This is an optimization exercise on Yosys and OpenROAD, whose aim is small area, not a production implementation.
Only simulation tests tie the RTL to the original design; equivalence was not proved.

## flow/design.v (module list and top-level ports; edited modules follow where they fit)
// module fir_filter: 1021 lines
// module fir_fa: 6 lines
module fir_filter(clk,reset,data_in,data_out);
  // ...
==> flow/run.sh <==
#!/bin/bash
# synth_recipe.tcl (not shown) runs the flow's synth.tcl, then flattens the netlist and writes it again
# the make line also repeats each setting of config.mk as NAME=value (left out here)
make -C /OpenROAD-flow-scripts/flow DESIGN_CONFIG=/design/flow/config.mk WORK_HOME=/design/flow/orfs CLKGATE_MAP_FILE= SYNTH_SCRIPT=/design/flow/synth_recipe.tcl finish
==> flow/config.mk <==
export PLATFORM = sky130hd
export DESIGN_NAME = fir_filter
export DESIGN_NICKNAME = fir_filter
export VERILOG_FILES = /design/flow/design.v
export SDC_FILE = /design/flow/constraint.sdc
export NUM_CORES = 4
export LEC_CHECK = 0
export CAP_MARGIN = 20
export CORE_MARGIN = 2
export CORE_UTILIZATION = 60
export CTS_BUF_LIST = sky130_fd_sc_hd__clkbuf_8
export SLEW_MARGIN = 20
export SYNTH_HIERARCHICAL = 1
==> flow/constraint.sdc <==
create_clock -name core_clock -period 13.0 [get_ports {clk}]
set_input_delay 2.6000 -clock core_clock [delete_from_list [all_inputs] [get_ports {clk}]]
set_output_delay 2.6000 -clock core_clock [all_outputs]
set_load 0.01 [all_outputs]
==> flow_summary.json, run 1 <==
{
  "avgSynthCellArea_um2": 19.1,
  "maxCapViolCount": 0,
  "crit_type": "reg2reg",
  "top_usage_layer": "met2",
  "max_stage_delay_ps": 570,
  "design.seq.count": 144,
  "ys_seq_area_share_pct": 26.1,
  "critPathLaunchType": "flop",
  "netlist_area_um2": 13800,
  "finalNonFillerCells": 1165,
  "vias_per_cell": 5.68,
  "ioPinCount": 34,
  "status": "complete, no violations",
  "drc_errors": 0,
  "drt-initial-drc-count": 418,
  "first_pass_iters": 4,
  "synth_edf_count": 0,
  "worstPathMaxFanout": 2,
  "overflow": 0,
  "ctsLongestPathBuffers": 2,
  "slew_headroom_pct": 37.8,
  "synthFlopType": "dfrtp_1",
  "num-clock-buffers": 18,
  "r2r_setup_slack_ps": 260
}
==> run 2: changes to the inputs <==
--- a/flow/config.mk
+++ b/flow/config.mk
@@ -8,6 +8,5 @@
 export CAP_MARGIN = 20
 export CORE_MARGIN = 2
-export CORE_UTILIZATION = 60
-export CTS_BUF_LIST = sky130_fd_sc_hd__clkbuf_8
+export CORE_UTILIZATION = 40
 export SLEW_MARGIN = 20
 export SYNTH_HIERARCHICAL = 1
==> flow_summary.json, run 2 <==
{
  "syn_inst": 723,
  "clk_latency_ps": 450,
  "hold_viol_final": 0,
  "final_cell_mix": "fa_1, dfrtp_1, buf_4",
  "min_period_over_period_pct": 98.9,
  "hold_path.class": "reg2reg",
  "initial_core_util_pct": 40.9,
  "yosysMostFrequentCell": "fa_1",
  "drt-initial-drc-count": 381,
  "coreArea_um2": 33700,
  "r2r_setup_slack_ps": 140,
  "port_buffers": 33,
  "worst_path_max_delay_cell": "fa_2",
  "path_clk_slew_ps": 60,
  "die_area_um2": 36000,
  "fmax_mhz": 77.8,
  "synth_area_leaders": "fa_1, dfrtp_1, inv_1, ha_1, xnor2_1",
  "vias": 6440,
  "gp_routability_congestion": 0.911,
  "status": "complete, no violations",
  "cts_buffers": 17,
  "postCtsHoldBufs": 0,
  "ant_nets": 0,
  "synthFlopType": "dfrtp_1",
  "drive_above_1_share_pct": 18.0,
  "drc_errors": 0,
  "ys_seq_area_share_pct": 26.1,
  "ioPinCount": 34,
  "h-tree-depth": 4,
  "cts_root_buf": "clkbuf_16",
  "finalCriticalPeriod_ps": 12860,
  "synthTopCellsByCount": "fa_1, dfrtp_1, inv_1, ha_1, xnor2_1",
  "diodes": 0,
  "rows": 67,
  "critPathLaunchType": "flop",
  "async_flop_share_pct": 100,
  "synth_warnings": 7,
  "netlist_area_um2": 13800,
  "grt_pass1_wl_um": 52100,
  "final_core_util_pct": 47.7,
  "crit_required_ps": 13360,
  "grt_usage_pct": 21.3,
  "slew_viol_final": 0,
  "nNetsFinal": 1382,
  "end_kind": "flop",
  "reg2reg_depth": 43,
  "fp.dieW_um": 190,
  "dieHeight_um": 190,
  "synth-seq-cells": 144,
  "startpoint": "x2[0]",
  "cts_tree": "yes",
  "rsz0062_at_grt": "yes",
  "arrival_ps": 13220,
  "overflow": 0,
  "crit_type": "reg2reg",
  "synth_edf_count": 0,
  "routed_wl_um": 33800,
  "grt_pass1_vias": 8073,
  "grt_max_degree": 74,
  "maxCapViolCount": 0,
  "slew_headroom_pct": 35.6,
  "ctsLongestPathBuffers": 2,
  "yosys.area.top_type_share_pct": 69.7,
  "max_stage_delay_ps": 570,
  "r2r_end": "data_out[15]",
  "setup_viol": 0,
  "synth_cell_type_count": 17,
  "finalClockSkew_ps": 15.4,
  "clkSinkCount": 144,
  "dp_hpwl_um": 29600,
  "worstPathMaxFanout": 2,
  "crit_path_end": "data_out[15]",
  "fin_setup_tns_ps": 0,
  "first_pass_iters": 4,
  "avgSynthCellArea_um2": 19.1,
  "mostFrequentLayoutCell": "fa_1",
  "yosysTopAreaCell": "fa_1",
  "r2r_start": "x2[0]",
  "tightest_slew_ps": 966,
  "vias_per_cell": 4.83,
  "crit_path_frequent_cell": "fa_2",
  "synthToLayoutAreaGrowth_pct": 16.6,
  "holdCritStartpoint": "x5[0]",
  "antenna_found_initial": 0,
  "wl_per_cell_um": 25.4
}
run 2: worst min-delay path by stage:
stage                  to  slack [ps]  depth (start not counted)
global route        x6[0]         400                          0
finish              x6[0]         390                          0
CTS                 x6[0]         390                          0
detailed placement  x6[0]         370                          0
floorplan           x5[0]         360                          0
global placement    x6[0]         360                          0
run 2: what timing repair did:
action / 4_1_cts / 5_1_grt
resized for setup: 24 / 3
pin swaps: 15 / 3
buffers inserted: 0 / 0
setup endpoints to repair: 1 / 1
run 2: layout make-up:
cell class	count	area (um2)
fill	2886	17600
timing repair buffer	114	938
sequential	144	3600
clock buffer	19	443
inverter	57	219
tap	448	561
multi-input combinational	538	10100
clock inverter	12	158
run 2: per-stage QoR:
| step | instances | setup WS [ps] | hold slack, ps | cell area, um2 |
|---|---|---|---|---|
| floorplan | 739 | 14.8 | 357 | 13900 |
| global placement | 1301 | -283 | 363 | 15400 |
| detailed placement | 1301 | -393 | 372 | 15400 |
| CTS | 1332 | 35.1 | 386 | 16100 |
| global route | 1332 | -290 | 401 | 16100 |
| finish | 1332 | 139 | 385 | 16100 |
run 2: routing by layer:
layer  wire, um  vias up  track usage, %  share of wire [%]
met5          0        -               0                  0
met4        437        0            4.71                1.3
met3       2130       26            5.46                6.3
met2      17000      180            33.9                 50
met1      14200     3786            29.9                 42
li1           -     2448               -                  -
run 2: cells by family (layout without fill, tap and decap cells):
| logic type | count (synthesis) | in the layout | synth area share (%) |
|---|---|---|---|
| AOI/OAI and AO/OA | 7 | 7 | 0.327 |
| and+or+nand+nor | 9 | 9 | 0.318 |
| DFF | 144 | 144 | 26.1 |
| other | 2 | 18 | 0.0545 |
| xor gates and xnor gates | 8 | 8 | 0.508 |
| adders and majority gates | 496 | 496 | 71.1 |
| buffers and inverters | 57 | 202 | 1.55 |
run 2: worst max-delay path, delay by kind of cell, from the launching register on:
kind | cells | cell delay, ps
adders and majority gates | 34 | 11410
AOI/OAI and AO/OA | 2 | 200
xor gates and xnor gates | 4 | 610
buffers and inverters | 2 | 90
and+or+nand+nor | 1 | 60
DFF | 1 | 380
run 2: modules after synthesis (local to each module, per instance):
| module | times used | cell area (um2) | cells inside | flops+latches |
|---|---|---|---|---|
| fir_fa | 480 | 20.0 | 1 | 0 |
| fir_filter | 1 | 4180 | 243 | 144 |

[afterwards: timing with drivers on the ports]
Ports are ideal in the flow. The routed layouts listed here were re-timed in OpenROAD.
Step 1: set_driving_cell puts a clkbuf_16 on clk and a buf_2 on each other input, an assumption about the parent block.
Step 2 times the ports against the registers' clock, not the clock port: input delays grow and output delays shrink by t, the midpoint of the rising clock arrivals with the driver on.
Three values: no drivers, after step 1, after step 2; two values: the first two.
run	t (ns)	setup slack, ns	worst setup path after step 2
run 1	0.498	0.257 / 0.257 / 0.257	register to register
run 2	0.490	0.139 / 0.139 / 0.139	register to register
After both steps every run listed still meets setup and hold.
